Background: an optimization exercise with open tools, aiming at small area. Do not read the settings as production practice.
Where RTL was checked, it was by simulation tests only, not by an equivalence proof against the original.
Power and IR drop assume default switching activity.

Design ps2, start of the top module:
module ps2(CLOCK_50, RESET, PS2_CLK, PS2_DAT, LCD_ON, LCD_BLON, LCD_EN,
	LCD_RS, LCD_DATA, LCD_RW, HEX0, HEX1, HEX4, HEX5, GPIO_1, LEDR, KEY);
==> module lcd, before the edit <==
module lcd(CLOCK_50, RESET, KEY0, ASCIIData, writeData,
	LCD_ON, LCD_BLON, LCD_EN, LCD_RS, LCD_DATA, LCD_RW);
input CLOCK_50;
input RESET;
input KEY0;
input [6:0] ASCIIData;
input writeData;
output LCD_ON;
output LCD_BLON;
output LCD_EN;
output LCD_RS;
output LCD_RW;
output [7:0] LCD_DATA;
assign LCD_ON = 1'b1;
assign LCD_BLON = 1'b1;
assign LCD_RW = 1'b0;
localparam COUNT = 2'b00, PEND2 = 2'b01, PARK = 2'b10, PEND1 = 2'b11;
reg [1:0] mode;
reg [19:0] C;
reg [1:0] state;
reg [2:0] idx;
reg hi;
reg [3:0] lo;
reg prevWriteData;
reg [7:0] data;
reg rs;
reg F;       
wire run = mode[1] & ~RESET;
wire cEq1  = C[1] & C[3];
wire cEq21 = ~C[0] & ~C[2];
wire porEnd = (C == 20'hBFFFD);
wire delayEnd = (C == 20'h3242B);
assign LCD_EN = F & ~C[3] & (C[2] | ~C[0]);
assign LCD_RS = rs;
assign LCD_DATA = data;
wire wr = writeData & ~prevWriteData;
wire isChar = (ASCIIData >= 7'h20) && (ASCIIData != 7'h7F);
wire loadInst = (idx != 3'd5);
wire load = wr | loadInst;
wire exit1 = ~F | (cEq1 & (idx != 3'd0));
wire isUp = (ASCIIData == 7'h11);
wire isDown = (ASCIIData == 7'h12);
wire isLeft = (ASCIIData == 7'h13);
wire isRight = (ASCIIData == 7'h14);
wire isEnter = (ASCIIData == 7'h0D);
wire isEsc = (ASCIIData == 7'h1B);
wire isAddr = isUp | isDown | isLeft | isRight | isEnter;
wire [3:0] cu = {lo[2] & lo[1] & lo[0], lo[1] & lo[0], lo[0], 1'b1};
wire [3:0] cd = {~lo[2] & ~lo[1] & ~lo[0], ~lo[1] & ~lo[0], ~lo[0], 1'b1};
wire incLo = (isChar | isRight) & ~(cu[3] & lo[3]);
wire decLo = isLeft & ~(cd[3] & ~lo[3]);
wire [3:0] tgl = ({4{incLo}} & cu) | ({4{decLo}} & cd);
wire [3:0] newLo = (isEnter | isEsc) ? 4'h0 : lo ^ tgl;
wire newHi = (isDown | isEnter) ? 1'b1 : (isUp | isEsc) ? 1'b0 : hi;
reg [7:0] instData;
always @* begin
	case (idx)
		3'd0: instData = 8'h38;
		3'd1: instData = 8'h0F;
		3'd2: instData = 8'h01;
		3'd3: instData = 8'h06;
		3'd4: instData = 8'h80;
		default: instData = 8'h00;
	endcase
end
wire cZero = RESET |
	(mode == COUNT && porEnd) |
	(mode[1] && ((state == 2'd0 && !load) || (state == 2'd2 && delayEnd) || state == 2'd3));
wire cTwo = (mode == PEND2) | (mode[1] && state == 2'd1 && exit1);
wire cForce = cZero | cTwo;
always @(posedge CLOCK_50) begin
	C <= {~(C[18:0] | {19{cForce}}), ~cZero & (cTwo | ~(C[19] ^ C[16]))};
	if (RESET)
		mode <= COUNT;
	else case (mode)
		COUNT: if (porEnd) mode <= KEY0 ? PARK : PEND1;
		PARK: if (!KEY0) mode <= PEND1;
		PEND1: mode <= PEND2;
		PEND2: mode <= COUNT;
	endcase
end
always @(posedge CLOCK_50) begin
	if (!run) begin
		state <= 2'd0;
		idx <= 3'd0;
		hi <= 1'b0;
		lo <= 4'd0;
		prevWriteData <= 1'b0;
		data <= 8'd0;
		rs <= 1'b0;
		F <= 1'b0;
	end
	else begin
		prevWriteData <= writeData;
		if (F && cEq21)
			F <= 1'b0;
		case (state)
		2'd0: begin
			if (wr) begin
				hi <= newHi;
				lo <= newLo;
				rs <= isChar;
				data <= isChar ? {1'b0, ASCIIData} :
					isAddr ? {1'b1, newHi, 2'b00, newLo} :
					{7'd0, isEsc};
			end
			else if (loadInst) begin
				data <= instData;
				rs <= 1'b0;
			end
			if (load) begin
				state <= 2'd1;
				F <= 1'b1;
			end
		end
		2'd1: if (exit1) state <= 2'd2;
		2'd2: if (delayEnd) state <= 2'd3;
		2'd3: begin
			if (idx != 3'd5) idx <= idx + 3'd1;
			state <= 2'd0;
		end
		endcase
	end
end
endmodule
==> flow/config.mk <==
export PLATFORM = sky130hd
export DESIGN_NAME = ps2
export DESIGN_NICKNAME = ps2
export VERILOG_FILES = /design/flow/design.v
export SDC_FILE = /design/flow/constraint.sdc
export NUM_CORES = 4
export LEC_CHECK = 0
export ABC_AREA = 1
export CAP_MARGIN = 20
export CORE_MARGIN = 2
export CORE_UTILIZATION = 60
export SLEW_MARGIN = 20
==> flow/constraint.sdc <==
create_clock -name core_clock -period 20.0 [get_ports {CLOCK_50}]
set_input_delay 4.0000 -clock core_clock [delete_from_list [all_inputs] [get_ports {CLOCK_50}]]
set_output_delay 4.0000 -clock core_clock [all_outputs]
set_load 0.01 [all_outputs]
standard.sh (not shown) runs the stock make flow with config.mk's settings and CLKGATE_MAP_FILE= SYNTH_SCRIPT=/design/flow/synth_recipe.tcl, a recipe that flattens the netlist after the stock synthesis.
==> flow/flow/run.sh <==
#!/bin/bash
# Standard layout, except:
#  * synthesis is the standard script with a stronger ABC mapping script
#    (flow/map.abc) in place of ORFS's abc_area.script; registers are
#    mapped before ABC runs, so they are the standard synthesis's;
#  * the port buffers are plain buf_1 cells;
#  * clock tree synthesis uses clkbuf_8 cells and no dummy loads.
set -euo pipefail
here=$(pwd)
sed 's|log_cmd abc {\*}$abc_args|log_cmd abc -script '"$here"'/flow/map.abc {*}[lrange $abc_args 2 end]|' \
	"$FLOW_HOME/scripts/synth.tcl" > flow_synth.tcl
grep -q 'flow/map.abc' flow_synth.tcl
sed "s|source \$::env(SCRIPTS_DIR)/synth.tcl|source $here/flow_synth.tcl|" synth_recipe.tcl > flow_synth_recipe.tcl
grep -q 'flow_synth.tcl' flow_synth_recipe.tcl
export BUFFER_PORTS_ARGS="-buffer_cell sky130_fd_sc_hd__buf_1"
export CTS_ARGS="-sink_clustering_enable -repair_clock_nets -buf_list sky130_fd_sc_hd__clkbuf_8 -dont_use_dummy_load"
bash standard.sh SYNTH_SCRIPT="$here/flow_synth_recipe.tcl" synth > synth.log 2>&1
bash standard.sh SYNTH_SCRIPT="$here/flow_synth_recipe.tcl" finish > layout.log 2>&1
==> flow/flow/map.abc <==
strash
&get -n
&deepsyn -T 180
&put
dch
map -a
mfs2 -a
strash
dch
map -a
topo
==> next run, changes <==
--- a/flow/design.v
+++ b/flow/design.v
@@ -27,13 +27,13 @@
 assign LCD_BLON = 1'b1;
 assign LCD_RW = 1'b0;
 localparam COUNT = 2'b00, PEND2 = 2'b01, PARK = 2'b10, PEND1 = 2'b11;
 reg [1:0] mode;
 reg [19:0] C;
 reg [1:0] state;
-reg [2:0] idx;
+reg [2:0] idx;     
 reg hi;
 reg [3:0] lo;
 reg prevWriteData;
 reg [7:0] data;
 reg rs;
 reg F;       
@@ -44,15 +44,15 @@
 wire delayEnd = (C == 20'h3242B);
 assign LCD_EN = F & ~C[3] & (C[2] | ~C[0]);
 assign LCD_RS = rs;
 assign LCD_DATA = data;
 wire wr = writeData & ~prevWriteData;
 wire isChar = (ASCIIData >= 7'h20) && (ASCIIData != 7'h7F);
-wire loadInst = (idx != 3'd5);
+wire loadInst = (idx != 3'b100);
 wire load = wr | loadInst;
-wire exit1 = ~F | (cEq1 & (idx != 3'd0));
+wire exit1 = ~F | (cEq1 & (idx != 3'b000));
 wire isUp = (ASCIIData == 7'h11);
 wire isDown = (ASCIIData == 7'h12);
 wire isLeft = (ASCIIData == 7'h13);
 wire isRight = (ASCIIData == 7'h14);
 wire isEnter = (ASCIIData == 7'h0D);
 wire isEsc = (ASCIIData == 7'h1B);
@@ -64,17 +64,17 @@
 wire [3:0] tgl = ({4{incLo}} & cu) | ({4{decLo}} & cd);
 wire [3:0] newLo = (isEnter | isEsc) ? 4'h0 : lo ^ tgl;
 wire newHi = (isDown | isEnter) ? 1'b1 : (isUp | isEsc) ? 1'b0 : hi;
 reg [7:0] instData;
 always @* begin
 	case (idx)
-		3'd0: instData = 8'h38;
-		3'd1: instData = 8'h0F;
-		3'd2: instData = 8'h01;
-		3'd3: instData = 8'h06;
-		3'd4: instData = 8'h80;
+		3'b000: instData = 8'h38;
+		3'b001: instData = 8'h0F;
+		3'b011: instData = 8'h01;
+		3'b111: instData = 8'h06;
+		3'b110: instData = 8'h80;
 		default: instData = 8'h00;
 	endcase
 end
 wire cZero = RESET |
 	(mode == COUNT && porEnd) |
 	(mode[1] && ((state == 2'd0 && !load) || (state == 2'd2 && delayEnd) || state == 2'd3));
@@ -125,13 +125,13 @@
 				F <= 1'b1;
 			end
 		end
 		2'd1: if (exit1) state <= 2'd2;
 		2'd2: if (delayEnd) state <= 2'd3;
 		2'd3: begin
-			if (idx != 3'd5) idx <= idx + 3'd1;
+			if (loadInst) idx <= {idx[1:0], ~idx[2]};
 			state <= 2'd0;
 		end
 		endcase
 	end
 end
 endmodule
The changed run produced a clean layout.
Clock-buffer cell count does not change.
First-iteration DRC count drops by roughly a tenth.
Setup slack loses 0.0075 ns.
Clock skew drops by 0.0064 ns.
Die area drops by a few percent.

========
Another version of the RTL of ps2 (not shown whole).
Size in the first run: about 630 cells after synthesis, about 51 I/O pins, about 4500 um2 of cells after synthesis.
==> module lcd, before the edit <==
module lcd(CLOCK_50, RESET, KEY0, ASCIIData, writeData,
	LCD_ON, LCD_BLON, LCD_EN, LCD_RS, LCD_DATA, LCD_RW);
input CLOCK_50;
input RESET;
input KEY0;
input [6:0] ASCIIData;
input writeData;
output LCD_ON;
output LCD_BLON;
output LCD_EN;
output LCD_RS;
output LCD_RW;
output [7:0] LCD_DATA;
assign LCD_ON = 1'b1;
assign LCD_BLON = 1'b1;
assign LCD_RW = 1'b0;
localparam COUNT = 2'b00, PEND2 = 2'b01, PARK = 2'b10, PEND1 = 2'b11;
reg [1:0] mode;
reg [19:0] C;
reg [1:0] state;
reg [2:0] idx;
reg hi;
reg [3:0] lo;
reg prevWriteData;
reg [7:0] data;
reg rs;
reg F;       
wire run = mode[1] & ~RESET;
wire cEq1  = C[1] & C[3];
wire cEq21 = ~C[0] & ~C[2];
wire porEnd = (C == 20'hBFFFD);
wire delayEnd = (C == 20'h3242B);
assign LCD_EN = F & ~C[3] & (C[2] | ~C[0]);
assign LCD_RS = rs;
assign LCD_DATA = data;
wire wr = writeData & ~prevWriteData;
wire isChar = (ASCIIData >= 7'h20) && (ASCIIData != 7'h7F);
wire loadInst = (idx != 3'd5);
wire load = wr | loadInst;
wire exit1 = ~F | (cEq1 & (idx != 3'd0));
wire isUp = (ASCIIData == 7'h11);
wire isDown = (ASCIIData == 7'h12);
wire isLeft = (ASCIIData == 7'h13);
wire isRight = (ASCIIData == 7'h14);
wire isEnter = (ASCIIData == 7'h0D);
wire isEsc = (ASCIIData == 7'h1B);
wire isAddr = isUp | isDown | isLeft | isRight | isEnter;
wire incLo = (isChar | isRight) & (lo != 4'hF);
wire decLo = isLeft & (lo != 4'h0);
wire [3:0] newLo = (isEnter | isEsc) ? 4'h0 : incLo ? lo + 4'd1 : decLo ? lo - 4'd1 : lo;
wire newHi = (isDown | isEnter) ? 1'b1 : (isUp | isEsc) ? 1'b0 : hi;
reg [7:0] instData;
always @* begin
	case (idx)
		3'd0: instData = 8'h38;
		3'd1: instData = 8'h0F;
		3'd2: instData = 8'h01;
		3'd3: instData = 8'h06;
		3'd4: instData = 8'h80;
		default: instData = 8'h00;
	endcase
end
wire cZero = RESET |
	(mode == COUNT && porEnd) |
	(mode[1] && ((state == 2'd0 && !load) || (state == 2'd2 && delayEnd) || state == 2'd3));
wire cTwo = (mode == PEND2) | (mode[1] && state == 2'd1 && exit1);
wire cForce = cZero | cTwo;
always @(posedge CLOCK_50) begin
	C <= {~(C[18:0] | {19{cForce}}), ~cZero & (cTwo | ~(C[19] ^ C[16]))};
	if (RESET)
		mode <= COUNT;
	else case (mode)
		COUNT: if (porEnd) mode <= KEY0 ? PARK : PEND1;
		PARK: if (!KEY0) mode <= PEND1;
		PEND1: mode <= PEND2;
		PEND2: mode <= COUNT;
	endcase
end
always @(posedge CLOCK_50) begin
	if (!run) begin
		state <= 2'd0;
		idx <= 3'd0;
		hi <= 1'b0;
		lo <= 4'd0;
		prevWriteData <= 1'b0;
		data <= 8'd0;
		rs <= 1'b0;
		F <= 1'b0;
	end
	else begin
		prevWriteData <= writeData;
		if (F && cEq21)
			F <= 1'b0;
		case (state)
		2'd0: begin
			if (wr) begin
				hi <= newHi;
				lo <= newLo;
				rs <= isChar;
				data <= isChar ? {1'b0, ASCIIData} :
					isAddr ? {1'b1, newHi, 2'b00, newLo} :
					{7'd0, isEsc};
			end
			else if (loadInst) begin
				data <= instData;
				rs <= 1'b0;
			end
			if (load) begin
				state <= 2'd1;
				F <= 1'b1;
			end
		end
		2'd1: if (exit1) state <= 2'd2;
		2'd2: if (delayEnd) state <= 2'd3;
		2'd3: begin
			if (idx != 3'd5) idx <= idx + 3'd1;
			state <= 2'd0;
		end
		endcase
	end
end
endmodule
Settings: LEC_CHECK=0, ABC_AREA=1, CAP_MARGIN=20, CORE_MARGIN=2, CORE_UTILIZATION=60, CTS_BUF_LIST=sky130_fd_sc_hd__clkbuf_8, SLEW_MARGIN=20; clock period 20.0 ns.
==> flow/flow/run.sh <==
#!/bin/bash
# Standard layout, except:
#  * synthesis is the standard script with a stronger ABC mapping script
#    (flow/map.abc) in place of ORFS's abc_area.script; registers are
#    mapped before ABC runs, so they are the standard synthesis's;
#  * the port buffers are plain buf_1 cells.
set -euo pipefail
here=$(pwd)
sed 's|log_cmd abc {\*}$abc_args|log_cmd abc -script '"$here"'/flow/map.abc {*}[lrange $abc_args 2 end]|' \
	"$FLOW_HOME/scripts/synth.tcl" > flow_synth.tcl
grep -q 'flow/map.abc' flow_synth.tcl
sed "s|source \$::env(SCRIPTS_DIR)/synth.tcl|source $here/flow_synth.tcl|" synth_recipe.tcl > flow_synth_recipe.tcl
grep -q 'flow_synth.tcl' flow_synth_recipe.tcl
export BUFFER_PORTS_ARGS="-buffer_cell sky130_fd_sc_hd__buf_1"
bash standard.sh SYNTH_SCRIPT="$here/flow_synth_recipe.tcl" synth > synth.log 2>&1
bash standard.sh SYNTH_SCRIPT="$here/flow_synth_recipe.tcl" finish > layout.log 2>&1
Scripts as last shown in full above: flow/flow/map.abc
Change:
--- a/flow/design.v
+++ b/flow/design.v
@@ -54,15 +54,18 @@
 wire isDown = (ASCIIData == 7'h12);
 wire isLeft = (ASCIIData == 7'h13);
 wire isRight = (ASCIIData == 7'h14);
 wire isEnter = (ASCIIData == 7'h0D);
 wire isEsc = (ASCIIData == 7'h1B);
 wire isAddr = isUp | isDown | isLeft | isRight | isEnter;
-wire incLo = (isChar | isRight) & (lo != 4'hF);
-wire decLo = isLeft & (lo != 4'h0);
-wire [3:0] newLo = (isEnter | isEsc) ? 4'h0 : incLo ? lo + 4'd1 : decLo ? lo - 4'd1 : lo;
+wire [3:0] cu = {lo[2] & lo[1] & lo[0], lo[1] & lo[0], lo[0], 1'b1};
+wire [3:0] cd = {~lo[2] & ~lo[1] & ~lo[0], ~lo[1] & ~lo[0], ~lo[0], 1'b1};
+wire incLo = (isChar | isRight) & ~(cu[3] & lo[3]);
+wire decLo = isLeft & ~(cd[3] & ~lo[3]);
+wire [3:0] tgl = ({4{incLo}} & cu) | ({4{decLo}} & cd);
+wire [3:0] newLo = (isEnter | isEsc) ? 4'h0 : lo ^ tgl;
 wire newHi = (isDown | isEnter) ? 1'b1 : (isUp | isEsc) ? 1'b0 : hi;
 reg [7:0] instData;
 always @* begin
 	case (idx)
 		3'd0: instData = 8'h38;
 		3'd1: instData = 8'h0F;
The new run completed without violations.
Count of clock-buffer cells in the layout fell by 1.
Cell area is lower by 0.82%.
Clock skew is about the same.
Routed wire length went down by 0.38%.
Via count is lower by 0.46%.
Register-to-register slack is worse by 350 ps.
Final cell count goes up by 1.1%.
Maximum frequency is about the same.
Sequential power hardly moves.
Global-route usage goes down by 0.13 points.
First-iteration DRC count came out lower by 7.7%.
Non-clock buffer count is unchanged.
No functional check of the RTL was part of the second run of this note.

## static timing again, ports no longer ideal
Ports are ideal in the flow. The routed layouts listed here were re-timed in OpenROAD. Step 1: set_driving_cell puts a clkbuf_16 on CLOCK_50 and a buf_2 on each other input, an assumption about the parent block. Step 2 moves the port delays by t, midway between the first and last clock arrival at a register: inputs arrive t later, outputs are due t later. That takes back most of the time a late clock gives input paths. a / b / c = ideal / step 1 / step 2; a / b = the first two.
| run | shift t [ns] | slack for setup (ns) | hold slack, ns | latest minus earliest clock arrival (ns) |
|---|---|---|---|---|
| the first run of note 1 | 0.366 | 11.770 / 11.746 / 11.746 | 0.338 / 0.338 / 0.338 | 0.026 / 0.026 |
| the second run of note 1 | 0.370 | 11.762 / 11.736 / 11.736 | 0.338 / 0.338 / 0.338 | 0.018 / 0.018 |
| the first run of note 2 | 0.377 | 11.771 / 11.749 / 11.749 | 0.332 / 0.332 / 0.332 | 0.009 / 0.009 |
| the second run of note 2 | 0.391 | 11.747 / 11.722 / 11.722 | 0.339 / 0.339 / 0.339 | 0.007 / 0.007 |
After both steps setup and hold are still met in every run listed. The setup slack of the second run of note 1, which loses most, moves by -0.026 ns with the drivers and by -0.026 ns with both steps.
